Context: an optimization exercise on an open-source flow, tuned for small area, a short achievable clock period and few clock cycles per item. The choices shown serve that exercise and are no tape-out recipe. At most, simulation tests tie the RTL to the original design; equivalence was not proved. Only the layout flow was run in runs 2 to 6; the RTL was not checked for function there.

## flow/run.sh

```bash
#!/bin/bash
# synth_recipe.tcl (not shown) runs the flow's synth.tcl, then flattens the netlist and writes it again
# the make line also repeats each setting of config.mk as NAME=value (left out here)
make -C /OpenROAD-flow-scripts/flow DESIGN_CONFIG=/design/flow/config.mk WORK_HOME=/design/flow/orfs CLKGATE_MAP_FILE= SYNTH_SCRIPT=/design/flow/synth_recipe.tcl finish
```

## flow/config.mk

```make
export PLATFORM = sky130hd
export DESIGN_NAME = fpga_gf2m
export DESIGN_NICKNAME = fpga_gf2m
export VERILOG_FILES = /design/flow/design.v
export SDC_FILE = /design/flow/constraint.sdc
export NUM_CORES = 8
export LEC_CHECK = 0
export CAP_MARGIN = 20
export CORE_MARGIN = 2
export CORE_UTILIZATION = 40
export SLEW_MARGIN = 20
```

## flow/constraint.sdc

```tcl
create_clock -name core_clock -period 14.5 [get_ports {clk}]
set_input_delay 2.9000 -clock core_clock [delete_from_list [all_inputs] [get_ports {clk}]]
set_output_delay 2.9000 -clock core_clock [all_outputs]
set_load 0.01 [all_outputs]
```

## flow/design.v

```verilog
module basc_element
	(
		input wire aj,
		input wire bj,
		input wire t_i1_j1,
		input wire t_i1_m1,
		input wire b_m1,
		input wire gj,
		output wire out_t_i1_m1,
		output wire out_b_m1,
		output wire out_aj,
		output wire out_bj,
	 	output wire t_i_j
		);
assign out_aj = aj;
assign out_bj = bj;
assign out_t_i1_m1 = t_i1_m1;
assign out_b_m1 = b_m1;
assign t_i_j = (b_m1&aj)^(t_i1_m1&gj)^t_i1_j1;
endmodule  
module one_bit
#(
	parameter DATA_WIDTH = 163
)(
	input wire b,
	input wire [DATA_WIDTH - 1 : 0] a,
	input wire [DATA_WIDTH - 1 : 0] g,
	input wire t_i1_m1,
	input wire [DATA_WIDTH - 1 : 0] t_i1_j1,
	output wire [DATA_WIDTH - 1 : 0] t_i_j,
	output wire [DATA_WIDTH - 1 : 0] out_a,
	output wire [DATA_WIDTH - 1 : 0] out_b
);
generate
	genvar i;
	for(i = DATA_WIDTH - 1; i >= 0; i = i - 1)
	begin: basic
		basc_element inst(
			.aj(a[i]),
			.bj(b),
			.t_i1_j1(t_i1_j1[i]),
			.t_i1_m1(t_i1_m1),
			.b_m1(b),
			.gj(g[i]),
			.out_t_i1_m1(),
			.out_b_m1(),
			.out_aj(out_a[i]),
			.out_bj(out_b[i]),
	 		.t_i_j(t_i_j[i])
			);
	end
endgenerate
endmodule
module serial
#(
    parameter DATA_WIDTH = 163,
	parameter DIGITAL = 32
)(
	input wire [DIGITAL - 1:0] b,
	input wire [DATA_WIDTH - 1 : 0] a,
	input wire [DATA_WIDTH - 1 : 0] g,
	input wire [DATA_WIDTH - 1 : 0] t_i1_j1,
	output wire [DATA_WIDTH - 1 : 0] t_i_j
);
generate
	genvar j;
	for(j = 0; j< DIGITAL + 1; j = j + 1)
	begin : inter_wire
		wire [DATA_WIDTH - 1 : 0] t_wire_i_j;
	end
endgenerate
assign t_i_j = inter_wire[DIGITAL].t_wire_i_j;
assign inter_wire[0].t_wire_i_j = t_i1_j1;
generate
	genvar i;
	for(i = 0; i < DIGITAL; i = i + 1)
	begin: array
		one_bit
		#(
		  .DATA_WIDTH(DATA_WIDTH)
		) instone_bit(
			.b(b[DIGITAL - i - 1]),
			.a(a),
			.g(g),
			.t_i1_m1(inter_wire[i].t_wire_i_j[DATA_WIDTH - 1]),
			.t_i1_j1({inter_wire[i].t_wire_i_j[DATA_WIDTH - 2:0], 1'b0}),
			.t_i_j(inter_wire[i + 1].t_wire_i_j)
			);
	end
endgenerate
endmodule  
module gf2m
#(
	parameter DIGITAL = 32,
	parameter DATA_WIDTH = 163
)(
	input wire rst,
	input wire clk,
	input wire start,
	input wire [DATA_WIDTH - 1 : 0] a,
	input wire [DATA_WIDTH - 1 : 0] g,
	input wire [DIGITAL - 1:0] b,
	output reg [DATA_WIDTH - 1 : 0] t_i_j,
	output reg done
);
parameter ITERATION_NUMBER = DATA_WIDTH / DIGITAL;
parameter IDLE = 1'b0;
parameter CAL  = 1'b1;
reg state;
reg [12:0] counter;
wire [DATA_WIDTH - 1 : 0] wire_t_i_j;
serial #(
    .DATA_WIDTH(DATA_WIDTH),
    .DIGITAL(DIGITAL)
)serial_8_bit(
	.b(b),
	.a(a),
	.g(g),
	.t_i1_j1(t_i_j),
	.t_i_j(wire_t_i_j)
);
always @(posedge clk or negedge rst) begin : proc_counter
	if(~rst) begin
		counter <= 0;
	end else begin
		case (state)
			IDLE: begin  
				counter <= 6'd0;
			end
			CAL: begin 
				if( counter < ITERATION_NUMBER) 
					counter <= counter + 1;
				else 
					counter <= 6'd0;
			end
			default :  ;
		endcase
	end
end
always @(posedge clk or negedge rst) begin : proc_t_i_j
	if(~rst) begin
		t_i_j <= 0;
	end else begin
		case (state)
			IDLE : t_i_j <= 0;
			CAL : t_i_j <= wire_t_i_j;
			default : t_i_j <= 0;
		endcase
	end
end
always @(posedge clk or negedge rst) begin : proc_done
	if(~rst) begin
		done <= 0;
	end else begin
		case (state)
			IDLE : done <= 0;
			CAL : begin 
				if( counter < ITERATION_NUMBER) 
					done <= 0;
				else 
					done <= 1'b1;
			end	
			default : done <= 0;
		endcase
	end
end
always @(posedge clk or negedge rst) begin : proc_state
	if(~rst) begin
		state <= IDLE;
	end else begin
		case (state)
			IDLE: begin : IDLE_STATE
				if (start)
					state <= CAL;
				else
					state <= state;
			end
			CAL: begin  : CAL_STATE
				if ( counter < ITERATION_NUMBER)
					state <= CAL;
				else
					state <= IDLE;
			end
			default : state <= IDLE;
		endcase
	end
end
endmodule
module fpga_gf2m
#(
	parameter DIGITAL = 32,
	parameter DATA_WIDTH = 163
)(
	input clk,     
	input rst,   
	input wire start,
	input wire [DATA_WIDTH - 1 : 0] a,
	input wire [DATA_WIDTH - 1 : 0] g,
	input wire [BWIDTH - 1:0] b,
	output reg [DATA_WIDTH - 1 : 0] t_i_j,
	output reg done
);
parameter ITERATION_NUMBER = DATA_WIDTH / DIGITAL;
parameter BWIDTH = (ITERATION_NUMBER + 1)*DIGITAL;
parameter IDLE = 2'b00;
parameter CAL  = 2'b01;
parameter DONE = 2'b10;
reg state;
reg [12:0] counter;
reg [DATA_WIDTH - 1 : 0] reg_a;
reg [DATA_WIDTH - 1 : 0] reg_g;
reg [BWIDTH - 1:0] reg_b;
wire [DIGITAL - 1:0] b_in;
wire [DATA_WIDTH - 1 : 0] out_t_i_j;
wire wire_done;
gf2m #(
    .DATA_WIDTH(DATA_WIDTH),
    .DIGITAL(DIGITAL)
)fpgainst(
	.rst(rst),
	.clk(clk),
	.start(start),
	.a(reg_a),
	.g(reg_g),
	.b(b_in),
	.t_i_j(out_t_i_j),
	.done(wire_done)
);
always @(posedge clk or negedge rst) begin : proc_done
	if(~rst) begin
		done <= 0;
	end else begin
		case (wire_done)
			1'b0: done <= (start && state == IDLE) ? 1'b0 : done;
			1'b1: done <= 1'b1;	
			default : done <= done;
		endcase
	end
end
always @(posedge clk or negedge rst) begin : proc_t_i_j
	if(~rst) begin
		t_i_j <= 0;
	end else begin
		case (wire_done)
			1'b0: t_i_j <= t_i_j;
			1'b1: t_i_j <= out_t_i_j;
			default : t_i_j <= t_i_j;
		endcase
	end
end
always @(posedge clk or negedge rst) begin : proc_counter
	if(~rst) begin
		counter <= 0;
	end else begin
		case (state)
			IDLE: begin 
				counter <= 12'd0;
			end
			CAL: begin 
				if(counter < ITERATION_NUMBER)
					counter <= counter + 1;
				else
					counter <= 12'd0;
			end
			default : counter <= 12'd0;
		endcase
	end
end
assign b_in = reg_b[(ITERATION_NUMBER + 1)*DIGITAL - 1  : (ITERATION_NUMBER )*DIGITAL];
always @(posedge clk or negedge rst) begin : reg_a34
	if(~rst) begin
		reg_a <= 0;
	end else begin
		case (state)
			IDLE: begin 
				if(start)
					reg_a <= a;
				else
					reg_a <= 0;
			end		
			default : reg_a <= reg_a;
		endcase
	end
end
always @(posedge clk or negedge rst) begin : reg_b24
	if(~rst) begin
		reg_b <= 0;
	end else begin
		case (state)
			IDLE: begin 
				if(start)
					reg_b <= b;
				else
					reg_b <= 0;
			end
			CAL:begin
			     reg_b <= reg_b <<< DIGITAL;
			end
			default : reg_b <= reg_b;
		endcase
	end
end
always @(posedge clk or negedge rst) begin : proc_reg_g32
	if(~rst) begin
		reg_g <= 0;
	end else begin
		case (state)
			IDLE: begin 
				if(start)
					reg_g <= g;
				else
					reg_g <= 0;
			end	 
		 	default : reg_g <= reg_g;
		 endcase 
	end
end
always @(posedge clk or negedge rst) begin : proc_state_machine
	if(~rst) begin
		state <= IDLE;
	end else begin
		 case (state)
		 	IDLE: begin 
		 		if(start) begin
		 			state <= CAL;
		 		end
		 		else begin 
		 			state <= state;
		 		end
		 	end
		 	CAL: begin 
		 		if (counter < ITERATION_NUMBER)
		 			state <= CAL;
		 		else 
		 			state <= DONE;
		 	end
		 	DONE: begin
		 		state <= DONE;
		 	end 
		 	default : state <= IDLE;
		 endcase
	end
end
endmodule
```

==> results.cfg, run 1 <==
[placement]
place_inst = 31000
placement.io_buffers = 684
dp_slack_ps = -354
dp_hpwl_um = 588000
routabilityCongestion = 1.03

[final_layout]
multi_input_area_um2 = 147000
seqCellArea_um2 = 22000
drive_above_1_share_pct = 5.77
final_cells = 31300
nFillCells = 45200
utilization_pct = 43.9
nets = 25800
final_cell_mix = nand2_1, xnor2_1, xor2_1
layout_commonest_cell = nand2_1
syn_to_final_growth_pct = 9.43

[routing]
drt_iter0_drc = 27200
routed_wire_length_per_instance_um = 28.7
ant_nets = 0
drc = 0
drtPass1Iterations = 10
drt-total-wl_um = 898000
routed_via_density = 5.78
vias = 181000

[grt]
grt_usage_pct = 38.2
grt_overflow = 0
antenna_found_initial = 108
grt_first_pass_wirelength_um = 1270000
grt_max_degree = 155
grt_pass1_vias = 168000

[cts]
clk_path_buf_depth = 4
cts_num_sinks = 874
cts_root_buffer = clkbuf_16
insertion_delay_ps = 1000
clk_pin_slew_ps = 60
ctsHoldBuffers = 0
cts_buffers = 121
cts_tree = built
h-tree-depth = 3

[sta]
setup_violations = 0
skew_ps = 126
fin_crit_ps = 14110
period_share_pct = 97.3
tns_ps = 0
worst_slack_ps = 392
slew_viol_final = 0
maxSlewHeadroom_pct = 8.20
fmax_mhz = 70.9
hold_viol = 0
worstMarginPinSlew_ps = 1380

[critical_path]
reg2reg_slack_ps = 390
critPathSlowestCell = nor3_4
worstPathRequired_ps = 15370
path_max_fanout = 12
worst_setup_path_end_kind = flip-flop
critPathMaxStageDelay_ps = 550
critPathLaunchType = flip-flop
r2r_cells = 53
arrival_ps = 14980
criticalPathCategory = flip-flop to flip-flop
cp_common_cell = buf_4

[synth]
ys_ff_latch = 874
synthFlopType = dfrtp_1
synth_async_sr_flop_share_pct = 100
synthDistinctLibCells = 102
yosysWarnings = 2
avgSynthCellArea_um2 = 6.81
synthesis.area_um2 = 178000
ys_seq_area_share_pct = 12.3
syn_inst = 26200
synth_edf_count = 0

[floorplan]
dieArea_um2 = 451000
core_um2 = 444000
placement_rows = 245
dieWidth_um = 671
initial_core_util_pct = 40.1
fp.dieH_um = 671
ios = 685

[flow_run]
max_cap_viol_count = 0

[hold_path]
holdPathStages = 1
min_path_type = flip-flop to flip-flop

[status]
status = finished clean
[Yosys cell counts (59+ instances only)]
master / n / area share, %
clkbuf_1: 1914 / 4.0
a32oi_1: 123 / 0.60
o22ai_1: 59 / 0.21
nor3_1: 248 / 0.70
dfrtp_1: 874 / 12
a211oi_1: 62 / 0.26
xnor3_1: 179 / 2.3
nor3b_1: 76 / 0.32
inv_1: 97 / 0.20
xnor2_1: 8242 / 41
and2_1: 77 / 0.27
mux2_2: 169 / 1.1
xor2_1: 1375 / 6.8
a22o_1: 512 / 2.5
buf_1: 642 / 1.4
a221oi_1: 115 / 0.57
nor2_1: 511 / 1.1
nand2_1: 9497 / 20
and3_1: 112 / 0.39
o21ai_0: 227 / 0.64
a21oi_1: 471 / 1.3
a22oi_1: 124 / 0.52
[registers in the layout, summed over array words and instances, names as in the netlist]
| register | cells |
|---|---|
| reg_b | 192 |
| reg_g | 163 |
| fpgainst.t_i_j | 163 |
| fpgainst.counter | 13 |
| state | 1 |
| counter | 13 |
| fpgainst.state | 1 |
| done | 1 |
| reg_a | 163 |
| t_i_j | 163 |
| fpgainst.done | 1 |
[timing repair]
action                                  in CTS  in global routing
gates cloned                                 1                  1
endpoints found under the setup margin     160                163
setup buffers                                8                 30
gates resized for setup                     14                 69
pin swaps                                    3                 27
[area by class of cell]
type,instances,share of cell area (%)
diodes,45,0.0577
clock buffers,157,1.75
clock inverters,63,0.330
inverters,123,0.242
multi-input cells,22600,75.3
flip-flops and latches,874,11.3
well taps,5928,3.80
repair buffers,1540,7.21
[path summary, 6_finish.rpt]
kind	end	startpoint
max in group asynchronous	fpgainst.t_i_j[162]$_DFF_PN0_	rst
min reg2reg	fpgainst.counter[0]$_DFF_PN0_	fpgainst.counter[0]$_DFF_PN0_
min in group asynchronous	reg_g[28]$_DFFE_PN0N_	rst
max	fpgainst.t_i_j[36]$_DFF_PN0_	reg_b[191]$_DFF_PN0_
min	fpgainst.counter[0]$_DFF_PN0_	fpgainst.counter[0]$_DFF_PN0_
max reg2reg	fpgainst.t_i_j[36]$_DFF_PN0_	reg_b[191]$_DFF_PN0_
[metal layers]
layer	routed length (um)	global-route usage (%)	vias to the layer above
met3	126000	12.6	3640
met4	85500	29.4	88
li1	-	-	78700
met1	329000	47.1	85100
met5	644	0.0744	-
met2	357000	54.6	13500
[metrics by stage]
stage               area (um2)  hold slack, ps
CTS                     194000             461
finish                  195000             458
global route            195000             486
floorplan               178000             425
global placement        190000             447
detailed placement      190000             454
[worst max-delay path: cells and delay by family, from the launching register on]
kind | cells | cell delay, ps
DFF | 1 | 530
muxes | 2 | 760
xor gates and xnor gates | 9 | 2830
and+or+nand+nor | 16 | 3750
buffers and inverters | 9 | 1830
AOI/OAI and AO/OA | 17 | 4320
[kinds of logic after synthesis]
logic type	synth area share, %
other cells	0.00210
flops	12.3
mux	1.13
compound gates	7.81
xor+xnor	49.7
simple gates	23.2
buf+inv	5.82
fa+ha+maj	0.0140
Testbench counts, summed over its fixed seeds: cycles 6,144, items 768.
==> run 2, diff against run 1 <==
==> flow/design.v (replaced) <==
module digit_step
#(
	parameter W = 163,
	parameter D = 18
)(
	input wire [W-1:0] t,
	input wire [W-1:0] a,
	input wire [W-1:0] g,
	input wire [D-1:0] bd,
	output wire [W-1:0] v
);
wire [D-1:0] m;
genvar i, k, j;
generate
	for (i = 0; i < D; i = i + 1) begin : q
		wire [2*i:0] early;
		assign early[0] = t[W-1-i];
		for (k = 0; k < i; k = k + 1) begin : pa
			assign early[1+k] = bd[D-1-k] & a[W-i+k];
		end
		for (k = 0; k < i; k = k + 1) begin : pg
			if (k < i - 1)
				assign early[1+i+k] = m[k] & g[W-i+k];
			else
				assign early[1+i+k] = 1'b0;
		end
		if (i == 0)
			assign m[i] = early[0];
		else
			assign m[i] = (^early) ^ (m[i-1] & g[W-1]);
	end
	for (j = 0; j < W; j = j + 1) begin : col
		wire [2*D:0] terms;
		if (j >= D)
			assign terms[2*D] = t[j-D];
		else
			assign terms[2*D] = 1'b0;
		for (k = 0; k < D; k = k + 1) begin : tk
			if (j - D + 1 + k >= 0 && j - D + 1 + k < W) begin : in
				assign terms[2*k]   = bd[D-1-k] & a[j-D+1+k];
				assign terms[2*k+1] = m[k] & g[j-D+1+k];
			end else begin : out
				assign terms[2*k]   = 1'b0;
				assign terms[2*k+1] = 1'b0;
			end
		end
		assign v[j] = ^terms;
	end
endgenerate
endmodule
module fpga_gf2m
#(
	parameter DIGITAL = 18,
	parameter DATA_WIDTH = 163
)(
	input clk,     
	input rst,   
	input wire start,
	input wire [DATA_WIDTH - 1 : 0] a,
	input wire [DATA_WIDTH - 1 : 0] g,
	input wire [191:0] b,
	output reg [DATA_WIDTH - 1 : 0] t_i_j,
	output reg done
);
localparam W = DATA_WIDTH;
localparam D = DIGITAL;
localparam K = (W - 1) / D;    
localparam CW = $clog2(K);
reg busy;
reg [CW-1:0] counter;
reg [W-1:0] reg_a;
reg [W-1:0] reg_g;
reg [W-2:0] reg_b;
wire accept = start & ~busy;
wire [W-1:0] next_t;
digit_step #(.W(W), .D(D)) step (
	.t(t_i_j),
	.a(reg_a),
	.g(reg_g),
	.bd(reg_b[W-2 -: D]),
	.v(next_t)
);
always @(posedge clk or negedge rst) begin : proc_ctrl
	if (~rst) begin
		busy <= 1'b0;
		done <= 1'b0;
		counter <= 0;
	end else if (accept) begin
		busy <= 1'b1;
		done <= 1'b0;
		counter <= 0;
	end else if (busy) begin
		counter <= counter + 1'b1;
		if (counter == K - 1) begin
			busy <= 1'b0;
			done <= 1'b1;
		end
	end
end
always @(posedge clk) begin : proc_operands
	if (~busy) begin
		reg_a <= a;
		reg_g <= g;
		reg_b <= b[W-2:0];
	end else begin
		reg_b <= reg_b << D;
	end
end
always @(posedge clk) begin : proc_t_i_j
	if (accept)
		t_i_j <= a & {W{b[W-1]}};
	else if (busy)
		t_i_j <= next_t;
end
endmodule
==> results.cfg, run 2 <==
[cts]
clk_path_buf_depth = 3
h-tree-depth = 3
clk_pin_slew_ps = 60
ctsHoldBuffers = 0
insertion_delay_ps = 740
cts_root_buffer = clkbuf_16
cts_num_sinks = 657
cts_resized = 0
cts_buffers = 87
cts_tree = built
cts_setup_buffers = 0

[sta]
maxSlewHeadroom_pct = 18.9
rsz0062_at_grt = false
worstMarginPinSlew_ps = 1220
fmax_mhz = 86.1
tns_ps = 0
skew_ps = 39.3
worst_slack_ps = 2880
fin_crit_ps = 11620
slew_viol_final = 0
setup_violations = 0
hold_viol = 0
period_share_pct = 80.1

[synth]
ys_seq_area_share_pct = 16.9
avgSynthCellArea_um2 = 6.96
synthTopCellsByArea = xnor2_1, nand2_1, edfxtp_1
synth_top_area_share_pct = 39.8
ys_ff_latch = 657
yosys.cell_count.top_type = nand2_1
synthesis.area_um2 = 107000
synthDistinctLibCells = 67
synth_top_area_cell = xnor2_1
yosysWarnings = 1
syn_inst = 15300
synth_async_sr_flop_share_pct = 0.913
synth_edf_count = 489
synthFlopType = edfxtp_1
synth_commonest_cells = nand2_1, xnor2_1, clkbuf_1

[critical_path]
r2r_end = t_i_j[64]$_DFFE_PP_
r2r_cells = 30
path_max_fanout = 66
critPathSlowestCell = edfxtp_1
r2r-start = reg_a[162]$_DFFE_PN_
arrival_ps = 12060
criticalPathCategory = flip-flop to flip-flop
startpoint = reg_a[162]$_DFFE_PN_
critPathLaunchType = flip-flop
worst_setup_path_end_kind = flip-flop
reg2reg_slack_ps = 2880
worstPathRequired_ps = 14940
critPathMaxStageDelay_ps = 860

[routing]
routed_wire_length_per_instance_um = 20.7
drt-total-wl_um = 383000
vias = 97500
ant_nets = 0
drt_iter0_drc = 10300
drc = 0
routed_via_density = 5.27
drtPass1Iterations = 6

[grt]
grt_max_degree = 140
grt_first_pass_wirelength_um = 582000
grt_pass1_vias = 90900
grt_usage_pct = 27.2
grt_overflow = 0
antenna_found_initial = 11

[hold_path]
hp-start = reg_b[0]$_SDFF_PP0_
holdPathEnd = reg_b[18]$_DFF_P_
min_path_type = flip-flop to flip-flop
holdPathStages = 1

[final_layout]
nets = 15400
syn_to_final_growth_pct = 10.2
final_cell_mix = nand2_1, xnor2_1, xor2_1
top_regs = reg_a (163), reg_g (163), t_i_j (163)
drive_above_1_share_pct = 4.39
layout_commonest_cell = nand2_1
final_cells = 18500
nFillCells = 26700

[floorplan]
placement_rows = 189
fp.dieH_um = 521
initial_core_util_pct = 40.2
ios = 685
dieArea_um2 = 271000
core_um2 = 265000
dieWidth_um = 521

[placement]
dp_slack_ps = 2990
place_inst = 18300
dp_hpwl_um = 242000
placement.io_buffers = 655
routabilityCongestion = 0.844

[status]
status = finished clean

[flow_run]
max_cap_viol_count = 0
[run 2: stage by stage]
stage          hold slack (ps)  utilization (%)  cell area (um2)
2_1_floorplan              433                -           107000
3_3_place_gp               435             43.3           115000
3_5_place_dp               439             43.3           115000
4_1_cts                    444             44.3           118000
5_1_grt                    442             44.4           118000
6_report                   443             44.4           118000
[run 2: worst max-delay path by stage]
stage / endpoint / slack, ps
after floorplan: t_i_j[11]$_DFFE_PP_ / 5970
after global placement: t_i_j[21]$_DFFE_PP_ / 2810
after detailed placement: t_i_j[21]$_DFFE_PP_ / 2990
after CTS: t_i_j[21]$_DFFE_PP_ / 2970
after global routing: t_i_j[65]$_DFFE_PP_ / 2280
final: t_i_j[64]$_DFFE_PP_ / 2880
[run 2: worst max-delay path: cells and delay by family (launching register included)]
family	cells	cell delay, ps
simple gates	8	2640
compound gates	10	1830
xor+xnor	9	4170
buf+inv	3	1550
flops	1	860
[run 2: per-layer routing]
metal  global-route usage [%]  part of all wire, %
met5                        0               0.0071
met4                     7.78                  2.7
met2                     44.0                   45
met3                     3.33                  8.3
met1                     37.8                   44
[run 2: cells by family (layout without fill, tap and decap cells)]
group	after synthesis	in the layout	share of synthesized area, %
flops	657	657	16.9
xor+xnor	5692	5692	47.0
compound gates	1059	1059	5.89
simple gates	6248	6248	23.0
mux	158	158	1.65
other cells	0	3	0
buf+inv	1525	1141	5.47
fa+ha+maj	2	2	0.0234
[run 2: area by class of cell]
cell class / instances / area [um2] / area share [%]
antenna: 3 / 7.51 / 0.00638
multi-input combinational: 13200 / 83000 / 70.6
tap: 3533 / 4420 / 3.76
sequential: 657 / 18100 / 15.4
clock buffer: 115 / 2400 / 2.04
clock inverter: 37 / 402 / 0.341
inverter: 19 / 86.3 / 0.0734
timing repair buffer: 970 / 9190 / 7.81
==> run 3, diff against run 2 <==
--- a/flow/design.v
+++ b/flow/design.v
@@ -50,7 +50,7 @@
 endmodule
 module fpga_gf2m
 #(
-	parameter DIGITAL = 18,
+	parameter DIGITAL = 9,
 	parameter DATA_WIDTH = 163
 )(
 	input clk,     
==> results.cfg, run 3 <==
[status]
status = finished clean

[placement]
placement.io_buffers = 655
place_inst = 10600
dp_hpwl_um = 165000
place_area_um2 = 76100
routabilityCongestion = 0.873

[routing]
drc = 0
vias = 62300
drt-total-wl_um = 246000
routed_via_density = 5.77
met3_length_um = 18500
wl_met1_um = 98700
wl_met2_um = 114000
drtPass1Iterations = 6
routed_wire_length_per_instance_um = 22.8
ant_nets = 0
highest_layer = met4
drt_iter0_drc = 6772

[cts]
cts_tree = built
cts_setup_buffers = 0
cts_resized = 0
clk_pin_slew_ps = 60
cts_root_buffer = clkbuf_16
ctsHoldBuffers = 0
cts_buffers = 87
h-tree-depth = 3
cts_num_sinks = 658
clk_path_buf_depth = 3
insertion_delay_ps = 780

[final_layout]
final_cell_mix = nand2_1, xnor2_1, clkdlybuf4s50_1
nFillCells = 16500
seqCellArea_um2 = 18100
final_cells = 10800
layout_commonest_cell = nand2_1
utilization_pct = 45.8
nets = 8898
syn_to_final_growth_pct = 14.1
multi_input_area_um2 = 47300
top_regs = reg_a (163), reg_g (163), t_i_j (163)
design_area_um2 = 79300
drive_above_1_share_pct = 6.31

[synth]
avgSynthCellArea_um2 = 8.20
synth_edf_count = 489
syn_inst = 8476
synthesis.area_um2 = 69500
ys_seq_area_share_pct = 26.0
synthDistinctLibCells = 64
synth_async_sr_flop_share_pct = 1.06
synth_top_area_cell = edfxtp_1
synth_top_area_share_pct = 21.1
yosys.cell_count.top_type = nand2_1
synthFlopType = edfxtp_1
synth_commonest_cells = nand2_1, xnor2_1, clkbuf_1
ys_ff_latch = 658
synthTopCellsByArea = edfxtp_1, xnor2_1, nand2_1
yosysWarnings = 1

[flow_run]
max_cap_viol_count = 0

[grt]
grt_usage_pct = 26.8
grt_max_degree = 193
grt_pass1_vias = 58800
grt_first_pass_wirelength_um = 374000
antenna_found_initial = 22
grt_overflow = 0

[sta]
slew_viol_final = 0
worstMarginPinSlew_ps = 1250
fin_crit_ps = 8380
tns_ps = 0
maxSlewHeadroom_pct = 17.0
fmax_mhz = 119
skew_ps = 74.7
rsz0062_at_grt = false
setup_violations = 0
hold_viol = 0
period_share_pct = 57.8
fin_hold_ws_ps = 454

[critical_path]
critPathLaunchType = flip-flop
criticalPathCategory = flip-flop to flip-flop
arrival_ps = 8860
worstPathRequired_ps = 14970
worst_setup_path_end_kind = flip-flop
path_max_fanout = 165
reg2reg_slack_ps = 6120

[floorplan]
dieArea_um2 = 177000
dieWidth_um = 421
core_um2 = 173000
placement_rows = 153
initial_core_util_pct = 40.1
ios = 685
fp.dieH_um = 421

[hold_path]
min_path_type = flip-flop to flip-flop
## run 3: cell count changes in the layout (fill, tap and decap cells not counted), moves of 154 or more
cell,before,now
o21ai_0,113,303
o211a_1,0,156
nor3_1,3,159
xor2_1,803,491
nand2_1,5685,2129
buf_4,294,60
nor2b_1,315,11
a22oi_1,154,0
o21ai_1,253,21
xnor2_1,4851,1616
a211oi_1,1,308
## run 3: logic make-up (layout without fill, tap and decap cells)
| group | after synthesis | in the layout | share of synthesized area (%) |
|---|---|---|---|
| muxes | 158 | 158 | 2.56 |
| AOI/OAI and AO/OA | 1480 | 1480 | 15.9 |
| DFF | 658 | 658 | 26.0 |
| buffers and inverters | 1075 | 1045 | 6.08 |
| xor gates and xnor gates | 2280 | 2280 | 32.4 |
| other | 0 | 21 | 0 |
| and+or+nand+nor | 2823 | 2823 | 17.1 |
| adders and majority gates | 2 | 2 | 0.0360 |
## run 3: area by class of cell
class,instances,share of cell area [%]
Sequential cell,658,22.9
Clock inverter,57,0.975
Timing Repair Buffer,724,9.05
Multi-Input combinational cell,6743,59.6
Tap cell,2325,3.67
Inverter,161,0.787
Clock buffer,103,2.96
Antenna cell,21,0.0662
## run 3: through the flow
step / setup slack [ps]
floorplan: 5490
detailed placement: 5800
finish: 6120
global placement: 5860
global route: 5710
CTS: 5680
## run 3: routing by layer
| layer | global-route usage (%) | vias to the layer above |
|---|---|---|
| li1 | - | 28500 |
| met1 | 34.7 | 30000 |
| met2 | 42.9 | 3196 |
| met3 | 3.49 | 536 |
| met4 | 15.3 | 0 |
| met5 | 0 | - |
## run 3: critical path, stage by stage, from the launching register on
cell	delay (ps)
dfxtp_4	750
buf_4	750
nand2_1	140
xor2_1	210
xnor2_1	260
xnor2_2	180
buf_12	640
a21oi_1	420
o211ai_2	490
nand2_2	230
xnor3_1	420
and3_4	220
nor3_4	570
buf_4	730
buf_4	930
nor4_1	180
o211a_1	270
o31ai_1	480
## run 3: final timing paths
check / from / to / cells after the start
setup / recovery: reg_b[160]$_DFF_P_ / t_i_j[61]$_DFFE_PP_ / 17
hold / removal: reg_b[142]$_DFF_P_ / reg_b[151]$_DFF_P_ / 1
setup reg to reg: reg_b[160]$_DFF_P_ / t_i_j[61]$_DFFE_PP_ / 17
hold reg to reg: reg_b[142]$_DFF_P_ / reg_b[151]$_DFF_P_ / 1
max in group asynchronous: rst / busy$_DFF_PN0_ / 1
min in group asynchronous: rst / done$_DFFE_PN0P_ / 1
==> run 4, diff against run 3 <==
--- a/flow/design.v
+++ b/flow/design.v
@@ -50,7 +50,7 @@
 endmodule
 module fpga_gf2m
 #(
-	parameter DIGITAL = 9,
+	parameter DIGITAL = 18,
 	parameter DATA_WIDTH = 163
 )(
 	input clk,     
--- a/flow/config.mk
+++ b/flow/config.mk
@@ -8,4 +8,5 @@
 export CAP_MARGIN = 20
 export CORE_MARGIN = 2
 export CORE_UTILIZATION = 40
+export SETUP_SLACK_MARGIN = 5
 export SLEW_MARGIN = 20
==> results.cfg, run 4 <==
[sta]
skew_ps = 41.3
maxSlewHeadroom_pct = 19.7
hold_viol = 0
worst_slack_ps = 5350
fmax_mhz = 109
tns_ps = 0
slew_viol_final = 0
fin_hold_ws_ps = 441
worstMarginPinSlew_ps = 1200
period_share_pct = 63.1
rsz0062_at_grt = false
setup_violations = 0
fin_crit_ps = 9150

[cts]
h-tree-depth = 3
cts_buffers = 87
cts_root_buffer = clkbuf_16
clk_pin_slew_ps = 60
insertion_delay_ps = 750
cts_tree = built
clk_path_buf_depth = 3
cts_num_sinks = 657
ctsHoldBuffers = 0

[placement]
place_inst = 18300
dp_hpwl_um = 242000
placement.io_buffers = 655
dp_slack_ps = 2990
routabilityCongestion = 0.844

[hold_path]
min_path_type = flip-flop to flip-flop

[final_layout]
final_cells = 18500
top_regs = reg_a (163), reg_g (163), t_i_j (163)
nets = 15500
layout_commonest_cell = nand2_1
drive_above_1_share_pct = 4.79
syn_to_final_growth_pct = 11.1
final_cell_mix = nand2_1, xnor2_1, xor2_1

[critical_path]
critPathLaunchType = flip-flop
path_max_fanout = 43
criticalPathCategory = flip-flop to flip-flop
critPathMaxStageDelay_ps = 470
critPathSlowestCell = xnor3_1
arrival_ps = 9600
worstPathRequired_ps = 14960
worst_setup_path_end_kind = flip-flop

[routing]
drtPass1Iterations = 8
routed_wire_length_per_instance_um = 21.2
vias = 97900
drt-total-wl_um = 394000
drt_iter0_drc = 10800
drc = 0
ant_nets = 0
routed_via_density = 5.28

[floorplan]
dieArea_um2 = 271000
dieWidth_um = 521
initial_core_util_pct = 40.2
placement_rows = 189
ios = 685
core_um2 = 265000
fp.dieH_um = 521

[synth]
synth_top_area_cell = xnor2_1
syn_inst = 15300
ys_ff_latch = 657
synth_commonest_cells = nand2_1, xnor2_1, clkbuf_1
avgSynthCellArea_um2 = 6.96
synthDistinctLibCells = 67
synth_top_area_share_pct = 39.8
yosys.cell_count.top_type = nand2_1
synth_async_sr_flop_share_pct = 0.913
synthTopCellsByArea = xnor2_1, nand2_1, edfxtp_1
ys_seq_area_share_pct = 16.9
synthFlopType = edfxtp_1
synthesis.area_um2 = 107000
synth_edf_count = 489
yosysWarnings = 1

[grt]
antenna_found_initial = 13
grt_overflow = 0
grt_usage_pct = 27.7
grt_first_pass_wirelength_um = 590000
grt_max_degree = 135
grt_pass1_vias = 91200

[status]
status = finished clean

[flow_run]
max_cap_viol_count = 0
run 4: cell count changes after synthesis, moves of 304 or more:
cell / previous run / this run
nand2_1: 2129 / 5685
nor2b_1: 12 / 316
xor2_1: 491 / 807
a211oi_1: 308 / 1
xnor2_1: 1617 / 4855
clkbuf_1: 653 / 1085
run 4: cell type report:
cell class	count	area [um2]
timing repair buffer	1010	9810
sequential	657	18100
inverter	19	86.3
fill	26600	147000
multi-input combinational	13200	83300
antenna	3	7.51
clock buffer	115	2400
clock inverter	37	402
tap	3533	4420
run 4: cell families after synthesis:
group | after synthesis | share of synthesized area, %
and+or+nand+nor | 6248 | 23.0
xor gates and xnor gates | 5692 | 47.0
buffers and inverters | 1525 | 5.47
AOI/OAI and AO/OA | 1059 | 5.89
DFF | 657 | 16.9
muxes | 158 | 1.65
adders and majority gates | 2 | 0.0234
run 4: final timing paths:
kind	from	cells after the start	slack, ps	end
setup / recovery	reg_g[162]$_DFFE_PN_	33	5350	t_i_j[71]$_DFFE_PP_
hold / removal	reg_b[54]$_DFF_P_	1	440	reg_b[72]$_DFF_P_
min in group asynchronous	rst	1	2410	done$_DFFE_PN0P_
hold reg to reg	reg_b[54]$_DFF_P_	1	440	reg_b[72]$_DFF_P_
max in group asynchronous	rst	1	11840	busy$_DFF_PN0_
setup reg to reg	reg_g[162]$_DFFE_PN_	33	5350	t_i_j[71]$_DFFE_PP_
run 4: repair_timing:
| action | CTS | global route |
|---|---|---|
| buffers inserted | 23 | 9 |
| pin swaps | 6 | 4 |
| endpoints found under the setup margin | 163 | 163 |
| gates cloned | 9 | 4 |
| resized for setup | 30 | 30 |
run 4: critical path, delay by kind of cell, from the launching register on:
family / cells / cell delay (ps)
xor+xnor: 13 / 3450
simple gates: 7 / 1640
buf+inv: 6 / 1530
compound gates: 6 / 1320
flops: 1 / 450
mux: 1 / 330
run 4: layer usage:
layer	part of all wire (%)	GRT usage [%]
met1	43	38.4
met5	0.0069	0
met3	8.8	3.46
met2	45	44.3
met4	3.1	8.79
run 4: through the flow:
step / cell area, um2 / util (%)
after floorplan: 107000 / -
after global placement: 115000 / 43.3
after detailed placement: 115000 / 43.3
after CTS: 118000 / 44.6
after global routing: 119000 / 44.7
final: 119000 / 44.7
==> run 5, diff against run 4 <==
==> flow/flow/run.sh (new file) <==
#!/bin/bash
# Standard ORFS layout, with repair_timing aiming for extra setup slack.
echo "export SETUP_SLACK_MARGIN = 10" >> config.mk
bash standard.sh > standard.log 2>&1
==> flow/standard.sh (new file) <==
#!/bin/bash
# synth_recipe.tcl (not shown) runs the flow's synth.tcl, then flattens the netlist and writes it again
# the make line also repeats each setting of config.mk as NAME=value (left out here)
make -C /OpenROAD-flow-scripts/flow DESIGN_CONFIG=/design/flow/config.mk WORK_HOME=/design/flow/orfs CLKGATE_MAP_FILE= SYNTH_SCRIPT=/design/flow/synth_recipe.tcl "${@:-finish}"
--- a/flow/config.mk
+++ b/flow/config.mk
@@ -8,5 +8,5 @@
 export CAP_MARGIN = 20
 export CORE_MARGIN = 2
 export CORE_UTILIZATION = 40
-export SETUP_SLACK_MARGIN = 5
 export SLEW_MARGIN = 20
+export SETUP_SLACK_MARGIN = 10
removed: flow/run.sh
==> results.cfg, run 5 <==
[hold_path]
hp-start = reg_b[20]$_DFF_P_
min_path_type = flip-flop to flip-flop

[cts]
clk_pin_slew_ps = 60
insertion_delay_ps = 840
h-tree-depth = 3
cts_buffers = 88
cts_num_sinks = 657
clk_path_buf_depth = 4
ctsHoldBuffers = 0
cts_root_buffer = clkbuf_16
cts_tree = built

[grt]
grt_pass1_vias = 92800
grt_usage_pct = 29.1
grt_first_pass_wirelength_um = 614000
grt_overflow = 0
grt_max_degree = 135
antenna_found_initial = 22

[synth]
synth_async_sr_flop_share_pct = 0.913
yosysWarnings = 1
ys_ff_latch = 657
synth_commonest_cells = nand2_1, xnor2_1, clkbuf_1
synth_top_area_cell = xnor2_1
synth_top_area_share_pct = 39.8
synth_edf_count = 489
avgSynthCellArea_um2 = 6.96
synthFlopType = edfxtp_1
yosys.cell_count.top_type = nand2_1
ys_seq_area_share_pct = 16.9
synthTopCellsByArea = xnor2_1, nand2_1, edfxtp_1
synthesis.area_um2 = 107000
syn_inst = 15300
synthDistinctLibCells = 67

[critical_path]
critPathMaxStageDelay_ps = 500
arrival_ps = 8660
critPathLaunchType = flip-flop
path_max_fanout = 58
critPathSlowestCell = xnor3_4
crit_end = t_i_j[55]$_DFFE_PP_
worst_setup_path_end_kind = flip-flop
r2r_end = t_i_j[55]$_DFFE_PP_
r2r-start = reg_a[162]$_DFFE_PN_
r2r_cells = 33
worstPathRequired_ps = 14970
startpoint = reg_a[162]$_DFFE_PN_
reg2reg_slack_ps = 6310
criticalPathCategory = flip-flop to flip-flop

[final_layout]
nets = 15900
top_regs = reg_a (163), reg_g (163), t_i_j (163)
final_cell_mix = nand2_1, xnor2_1, xor2_1
layout_commonest_cell = nand2_1
drive_above_1_share_pct = 8.76
nFillCells = 26100
syn_to_final_growth_pct = 16.9

[sta]
hold_viol = 0
tns_ps = 0
maxSlewHeadroom_pct = 23.3
setup_violations = 0
period_share_pct = 56.5
slew_viol_final = 0
rsz0062_at_grt = true
fin_crit_ps = 8190
worstMarginPinSlew_ps = 1150
skew_ps = 87.1
fin_hold_ws_ps = 454
fmax_mhz = 122

[routing]
drt-total-wl_um = 418000
drtPass1Iterations = 6
routed_via_density = 5.31
routed_wire_length_per_instance_um = 22.1
vias = 100000
drc = 0
drt_iter0_drc = 11400
ant_nets = 0

[placement]
placement.io_buffers = 655
routabilityCongestion = 0.842
dp_hpwl_um = 241000

[status]
status = finished clean

[floorplan]
dieWidth_um = 521
placement_rows = 189
core_um2 = 265000
initial_core_util_pct = 40.2
dieArea_um2 = 271000
ios = 685
fp.dieH_um = 521

[flow_run]
max_cap_viol_count = 0
-- run 5: per-layer routing --
metal | up-vias | routed length, um | global-route usage, %
li1 | 47100 | - | -
met5 | - | 58 | 0
met3 | 802 | 41500 | 4.76
met2 | 5072 | 186000 | 46.2
met1 | 47400 | 175000 | 39.7
met4 | 10 | 16100 | 10.2
-- run 5: repair_timing --
item / in CTS / in global routing
resized for setup: 569 / 223
gates cloned: 57 / 21
endpoints found under the setup margin: 438 / 264
pin swaps: 114 / 202
setup buffers: 318 / 38
-- run 5: cell families (layout without fill, tap and decap cells) --
kind of cell	Yosys count	in the layout	synth area share (%)
muxes	158	158	1.65
AOI/OAI and AO/OA	1059	1059	5.89
xor gates and xnor gates	5692	5695	47.0
DFF	657	657	16.9
other	0	16	0
adders and majority gates	2	2	0.0234
and+or+nand+nor	6248	6252	23.0
buffers and inverters	1525	1565	5.47
-- run 5: layout make-up --
cell class	instances	area (um2)	share of cell area [%]
Timing Repair Buffer	1397	14600	11.7
Inverter	19	78.8	0.0632
Tap cell	3533	4420	3.54
Sequential cell	657	18100	14.5
Timing Repair inverter	1	7.51	0.00602
Clock buffer	108	2420	1.94
Clock inverter	40	382	0.306
Antenna cell	16	40.0	0.0321
Multi-Input combinational cell	13200	84700	67.8
-- run 5: worst min-delay path by stage --
stage                     cells past startpoint            endpoint  slack (ps)
after global placement                        1   reg_b[86]$_DFF_P_         430
after floorplan                               1  reg_b[154]$_DFF_P_         430
after detailed placement                      1   reg_b[22]$_DFF_P_         440
after CTS                                     1  reg_b[154]$_DFF_P_         450
final                                         1   reg_b[38]$_DFF_P_         450
after global routing                          1  reg_b[125]$_DFF_P_         460
-- run 5: metrics by stage --
stage / area [um2] / instances / setup slack (ps) / util [%]
5_1_grt: 125000 / 18900 / 6080 / 47.0
3_5_place_dp: 115000 / 18300 / 2890 / 43.3
3_3_place_gp: 115000 / 18300 / 3090 / 43.3
2_1_floorplan: 107000 / 15300 / 7330 / -
4_1_cts: 123000 / 18900 / 6540 / 46.3
6_report: 125000 / 18900 / 6310 / 47.0
-- run 5: critical path, delay by kind of cell (launching register included) --
family	cells	cell delay (ps)
XOR/XNOR	11	2700
AND/OR/NAND/NOR	4	840
buffers and inverters	8	1210
AO/OA/AOI/OAI	8	2000
multiplexers	2	400
flip-flops	1	440
==> run 6, diff against run 5 <==
--- a/flow/design.v
+++ b/flow/design.v
@@ -50,7 +50,7 @@
 endmodule
 module fpga_gf2m
 #(
-	parameter DIGITAL = 18,
+	parameter DIGITAL = 9,
 	parameter DATA_WIDTH = 163
 )(
 	input clk,     
==> flow/flow/run.sh (replaced) <==
#!/bin/bash
# Standard ORFS layout, with repair_timing aiming for extra setup slack.
cp standard.sh standard_sh.txt
cp config.mk config_orig.txt
echo "export SETUP_SLACK_MARGIN = 9" >> config.mk
bash standard.sh > standard.log 2>&1
--- a/flow/config.mk
+++ b/flow/config.mk
@@ -9,4 +9,4 @@
 export CORE_MARGIN = 2
 export CORE_UTILIZATION = 40
 export SLEW_MARGIN = 20
-export SETUP_SLACK_MARGIN = 10
+export SETUP_SLACK_MARGIN = 9
==> results.cfg, run 6 <==
[status]
status = finished clean

[synth]
ys_ff_latch = 658
synthTopCellsByArea = edfxtp_1, xnor2_1, nand2_1
yosys.cell_count.top_type = nand2_1
yosysWarnings = 1
synth_edf_count = 489
ys_seq_area_share_pct = 26.0
synth_commonest_cells = nand2_1, xnor2_1, clkbuf_1
synth_async_sr_flop_share_pct = 1.06
syn_inst = 8476
synthesis.area_um2 = 69500
synthFlopType = edfxtp_1
synth_top_area_share_pct = 21.1
avgSynthCellArea_um2 = 8.20
synth_top_area_cell = edfxtp_1
synthDistinctLibCells = 64

[final_layout]
layout_commonest_cell = nand2_1
drive_above_1_share_pct = 7.80
design_area_um2 = 81300
top_regs = reg_a (163), reg_g (163), t_i_j (163)
nets = 8992
final_cells = 10900
final_cell_mix = nand2_1, xnor2_1, clkdlybuf4s50_1
utilization_pct = 46.9
syn_to_final_growth_pct = 16.9

[floorplan]
initial_core_util_pct = 40.1
fp.dieH_um = 421
core_um2 = 173000
dieWidth_um = 421
dieArea_um2 = 177000
ios = 685
placement_rows = 153

[sta]
fmax_mhz = 183
fin_crit_ps = 5470
period_share_pct = 37.7
maxSlewHeadroom_pct = 17.7
hold_viol = 0
worst_slack_ps = 9030
setup_violations = 0
rsz0062_at_grt = false
tns_ps = 0
worstMarginPinSlew_ps = 1230
skew_ps = 49.7
slew_viol_final = 0

[routing]
ant_nets = 0
highest_layer = met5
routed_wire_length_per_instance_um = 25.5
drc = 0
drt-total-wl_um = 277000
met3_length_um = 24900
vias = 64400
drtPass1Iterations = 6
wl_met1_um = 107000
routed_via_density = 5.91
wl_met2_um = 126000
drt_iter0_drc = 7433

[cts]
clk_pin_slew_ps = 70
cts_buffers = 87
ctsHoldBuffers = 0
clk_path_buf_depth = 3
cts_num_sinks = 658
h-tree-depth = 3
cts_root_buffer = clkbuf_16
insertion_delay_ps = 760
cts_tree = built

[critical_path]
critPathMaxStageDelay_ps = 610
r2r_end = t_i_j[86]$_DFFE_PP_
critPathSlowestCell = nor4_1
startpoint = t_i_j[162]$_DFFE_PP_
cp.depth = 17
critPathLaunchType = flip-flop
worstPathRequired_ps = 14950
criticalPathCategory = flip-flop to flip-flop
critical-path-top-delay-family = simple AND/OR/NAND/NOR gates
reg2reg_slack_ps = 9030
crit_chain = buf_4 -> buf_12 -> nand2_1 -> xor2_2 -> xor3_1 -> nand2b_4 -> xor2_4 -> clkbuf_16 -> a211o_4 -> nand2_2 -> xnor3_1 -> and3_4 -> o21a_4 -> buf_16 -> nor4_1 -> o211a_1 -> o31ai_2
path_max_fanout = 87
r2r_cells = 17
worst_setup_path_end_kind = flip-flop
crit_end = t_i_j[86]$_DFFE_PP_
r2r-start = t_i_j[162]$_DFFE_PP_
worst-path-buf-inv = 4
arrival_ps = 5920

[grt]
grt_pass1_vias = 61600
grt_overflow = 0
grt_first_pass_wirelength_um = 407000
grt_usage_pct = 29.8
antenna_found_initial = 27
grt_max_degree = 150

[placement]
dp_hpwl_um = 167000
place_area_um2 = 76200
placement.io_buffers = 655
routabilityCongestion = 0.882
place_inst = 10600
dp_slack_ps = 5580

[hold_path]
min_path_type = flip-flop to flip-flop

[flow_run]
max_cap_viol_count = 0
==> run 6: worst min path at each step <==
stage,start,to,slack (ps),cells past startpoint
2_1_floorplan,reg_b[91]$_DFF_P_,reg_b[100]$_DFF_P_,430,1
3_3_place_gp,reg_b[16]$_DFF_P_,reg_b[25]$_DFF_P_,440,1
3_5_place_dp,reg_b[65]$_DFF_P_,reg_b[74]$_DFF_P_,440,1
4_1_cts,reg_b[143]$_DFF_P_,reg_b[152]$_DFF_P_,450,1
5_1_grt,reg_b[106]$_DFF_P_,reg_b[115]$_DFF_P_,460,1
6_report,reg_b[136]$_DFF_P_,reg_b[145]$_DFF_P_,440,1
==> run 6: metrics by stage <==
stage / hold slack [ps]
6_report: 442
2_1_floorplan: 433
3_3_place_gp: 436
3_5_place_dp: 438
5_1_grt: 457
4_1_cts: 454
==> run 6: layer usage <==
layer	track usage [%]	vias up
li1	-	28800
met1	37.3	31100
met2	47.1	3721
met3	5.61	781
met4	19.2	4
met5	0	-
==> run 6: logic make-up (layout without fill, tap and decap cells) <==
logic type / Yosys count / count (layout) / synth area share (%)
fa+ha+maj: 2 / 2 / 0.0360
other cells: 0 / 23 / 0
xor+xnor: 2280 / 2286 / 32.4
mux: 158 / 158 / 2.56
compound gates: 1480 / 1485 / 15.9
flops: 658 / 658 / 26.0
simple gates: 2823 / 2829 / 17.1
buf+inv: 1075 / 1122 / 6.08
==> run 6: cell type report <==
class / instances / area [um2]
well taps: 2325 / 2910
repair buffers: 801 / 8630
diodes: 23 / 57.6
fillers: 16500 / 91900
multi-input cells: 6760 / 48000
flip-flops and latches: 658 / 18100
clock buffers: 112 / 2400
inverters: 161 / 617
clock inverters: 48 / 586
==> run 6: repair_timing <==
action / in CTS / in global routing
setup buffers: 41 / 15
gates cloned: 32 / 3
pin swaps: 14 / 2
endpoints found under the hold margin: 0 / 0
gates resized for setup: 116 / 42
endpoints found under the setup margin: 163 / 163
==> run 7, diff against run 6 <==
--- a/flow/design.v
+++ b/flow/design.v
@@ -65,7 +65,7 @@
 localparam W = DATA_WIDTH;
 localparam D = DIGITAL;
 localparam K = (W - 1) / D;    
-localparam CW = $clog2(K);
+localparam CW = 6;
 reg busy;
 reg [CW-1:0] counter;
 reg [W-1:0] reg_a;
==> results.cfg, run 7 <==
[synth]
ys_ff_latch = 659
avgSynthCellArea_um2 = 8.13
synth-simple-area-share_pct = 16.8
synthFlopType = edfxtp_1
synthMuxAreaShare_pct = 2.58
synth_edf_count = 489
synth_commonest_cells = nand2_1, xnor2_1, clkbuf_1
synthDistinctLibCells = 66
synthesis.area_um2 = 68900
synth_xor_xnor_area_share_pct = 32.4
synth_compound_area_share_pct = 15.9
yosys.cell_count.top_type = nand2_1
synth_top_area_share_pct = 21.3
syn_inst = 8478
yosysWarnings = 1
synth_top_area_cell = edfxtp_1
synthTopCellsByArea = edfxtp_1, xnor2_1, nand2_1
synth_async_sr_flop_share_pct = 1.21
ys_seq_area_share_pct = 26.3
synthAdderAreaFrac_pct = 0.0363
synth_top_family_by_area = XOR/XNOR gates

[routing]
drt_iter0_drc = 8632
vias = 65200
routed_via_density = 5.98
drtPass1Iterations = 8
drc = 0
ant_nets = 0
drt-total-wl_um = 286000
routed_wire_length_per_instance_um = 26.2

[hold_path]
min_path_type = flip-flop to flip-flop

[sta]
fin_hold_ws_ps = 447
tns_ps = 0
hold_viol = 0
setup_violations = 0
fmax_mhz = 183
period_share_pct = 37.7
worst_slack_ps = 9040
maxSlewHeadroom_pct = 20.5
slew_viol_final = 0
worstMarginPinSlew_ps = 1190
rsz0062_at_grt = false
skew_ps = 35.6
fin_crit_ps = 5460

[floorplan]
fp.dieH_um = 419
ios = 685
initial_core_util_pct = 40.2
core_um2 = 171000
dieWidth_um = 419
dieArea_um2 = 176000
placement_rows = 152

[placement]
routabilityCongestion = 0.876
dp_slack_ps = 5470
placement.io_buffers = 655
place_area_um2 = 75600
dp_hpwl_um = 164000

[grt]
antenna_found_initial = 39
grt_max_degree = 156
grt_first_pass_wirelength_um = 413000
grt_pass1_vias = 61900
grt_usage_pct = 31.0
grt_overflow = 0

[cts]
clk_pin_slew_ps = 70
ctsHoldBuffers = 0
insertion_delay_ps = 770
cts_buffers = 89
cts_tree = built
clk_path_buf_depth = 3
cts_num_sinks = 659
cts_root_buffer = clkbuf_16
h-tree-depth = 3

[critical_path]
reg2reg_slack_ps = 9040
cp_common_cell = buf_12
arrival_ps = 6000
critical-path-top-delay-family = buffers and inverters
critPathLaunchType = flip-flop
critPathMaxStageDelay_ps = 440
worstPathRequired_ps = 15040
criticalPathCategory = flip-flop to flip-flop
crit_chain = buf_12 -> nand2_4 -> xnor3_4 -> buf_4 -> nand2_1 -> xor2_4 -> xor3_1 -> buf_12 -> mux2i_4 -> a21oi_4 -> buf_12 -> bufbuf_16 -> or3b_1 -> xnor2_1 -> and4_1 -> a211o_1 -> a31oi_1
critPathSlowestCell = xor3_1
worst-path-buf-inv = 5
path_max_fanout = 70
worst_setup_path_end_kind = flip-flop

[final_layout]
final_cell_mix = nand2_1, xnor2_1, clkdlybuf4s50_1
nets = 9003
drive_above_1_share_pct = 7.37
top_regs = reg_a (163), reg_g (163), t_i_j (163)
design_area_um2 = 81300
syn_to_final_growth_pct = 18.0
layout_commonest_cell = nand2_1

[status]
status = finished clean

[flow_run]
max_cap_viol_count = 0
==> run 7: timing repair <==
action	in CTS	in global routing
gates resized for setup	97	75
pin swaps	15	5
endpoints found under the setup margin	164	163
setup buffers	43	8
cloned	38	11
==> run 7: metrics by stage <==
stage	instances	util (%)
2_1_floorplan	8478	-
3_3_place_gp	10600	44.1
3_5_place_dp	10600	44.1
4_1_cts	10800	47.0
5_1_grt	10900	47.4
6_report	10900	47.4
==> run 7: final timing paths <==
check,start,endpoint,cells past startpoint
max,reg_g[162]$_DFFE_PN_,t_i_j[6]$_DFFE_PP_,17
max in group asynchronous,rst,busy$_DFF_PN0_,1
max reg2reg,reg_g[162]$_DFFE_PN_,t_i_j[6]$_DFFE_PP_,17
min,reg_b[90]$_DFF_P_,reg_b[99]$_DFF_P_,1
min in group asynchronous,rst,counter[5]$_DFFE_PN0P_,1
min reg2reg,reg_b[90]$_DFF_P_,reg_b[99]$_DFF_P_,1
==> run 7: final cells by class <==
class                   count  area (um2)
clock buffers             108        2410
clock inverters            60         716
flip-flops and latches    659       18200
multi-input cells        6758       47400
diodes                     23        57.6
repair buffers            811        9030
fillers                 16100       90100
inverters                 161         617
well taps                2310        2890
==> run 7: per-layer routing <==
layer	track usage [%]	wire, um	vias to the layer above
met5	0	66	-
met4	21.0	21300	14
met3	6.57	28100	913
met2	47.8	126000	3962
met1	38.7	110000	31400
li1	-	-	28800
==> run 7: cells by family after synthesis <==
logic type               count (synthesis)
AND/OR/NAND/NOR                       2820
XOR/XNOR                              2278
buffers and inverters                 1076
AO/OA/AOI/OAI                         1485
flip-flops                             659
multiplexers                           158
adder cells (fa/ha/maj)                  2
Testbench counts of run 7, summed over its fixed seeds: cycles 14,592, items 768.

[what the ideal ports hide]
No port has a modelled driver above. Below, the same layouts with a new extraction and two added sets of constraints. Step 1 (the two cells are an assumption about what drives the block):
set clk [get_ports {clk}]
set_driving_cell -lib_cell sky130_fd_sc_hd__clkbuf_16 $clk
set_driving_cell -lib_cell sky130_fd_sc_hd__buf_2 [delete_from_list [all_inputs] $clk]
Step 2, shift: input delay + t, output delay - t, t = (earliest + latest rising clock arrival at the registers) / 2. This alone moves slack from input paths to output paths. Three values: ideal, step 1, step 2; two values: the first two.
| run | t, ns | setup slack, ns | worst register clock-pin slew, ns |
|---|---|---|---|
| run 1 | 1.064 | 0.392 / 0.392 / 0.392 | 0.08 / 0.08 |
| run 2 | 0.820 | 2.880 / 2.880 / 2.880 | 0.07 / 0.07 |
| run 3 | 0.839 | 6.117 / 6.117 / 6.117 | 0.08 / 0.08 |
| run 4 | 0.818 | 5.354 / 5.354 / 5.354 | 0.07 / 0.07 |
| run 5 | 0.889 | 6.310 / 6.310 / 6.310 | 0.07 / 0.07 |
| run 6 | 0.821 | 9.030 / 9.030 / 8.444 | 0.07 / 0.07 |
| run 7 | 0.833 | 9.036 / 9.036 / 8.464 | 0.07 / 0.07 |
After both steps setup and hold are still met in every run listed. The setup slack of run 6, which loses most, moves by 0.000 ns with the drivers and by -0.586 ns with both steps.
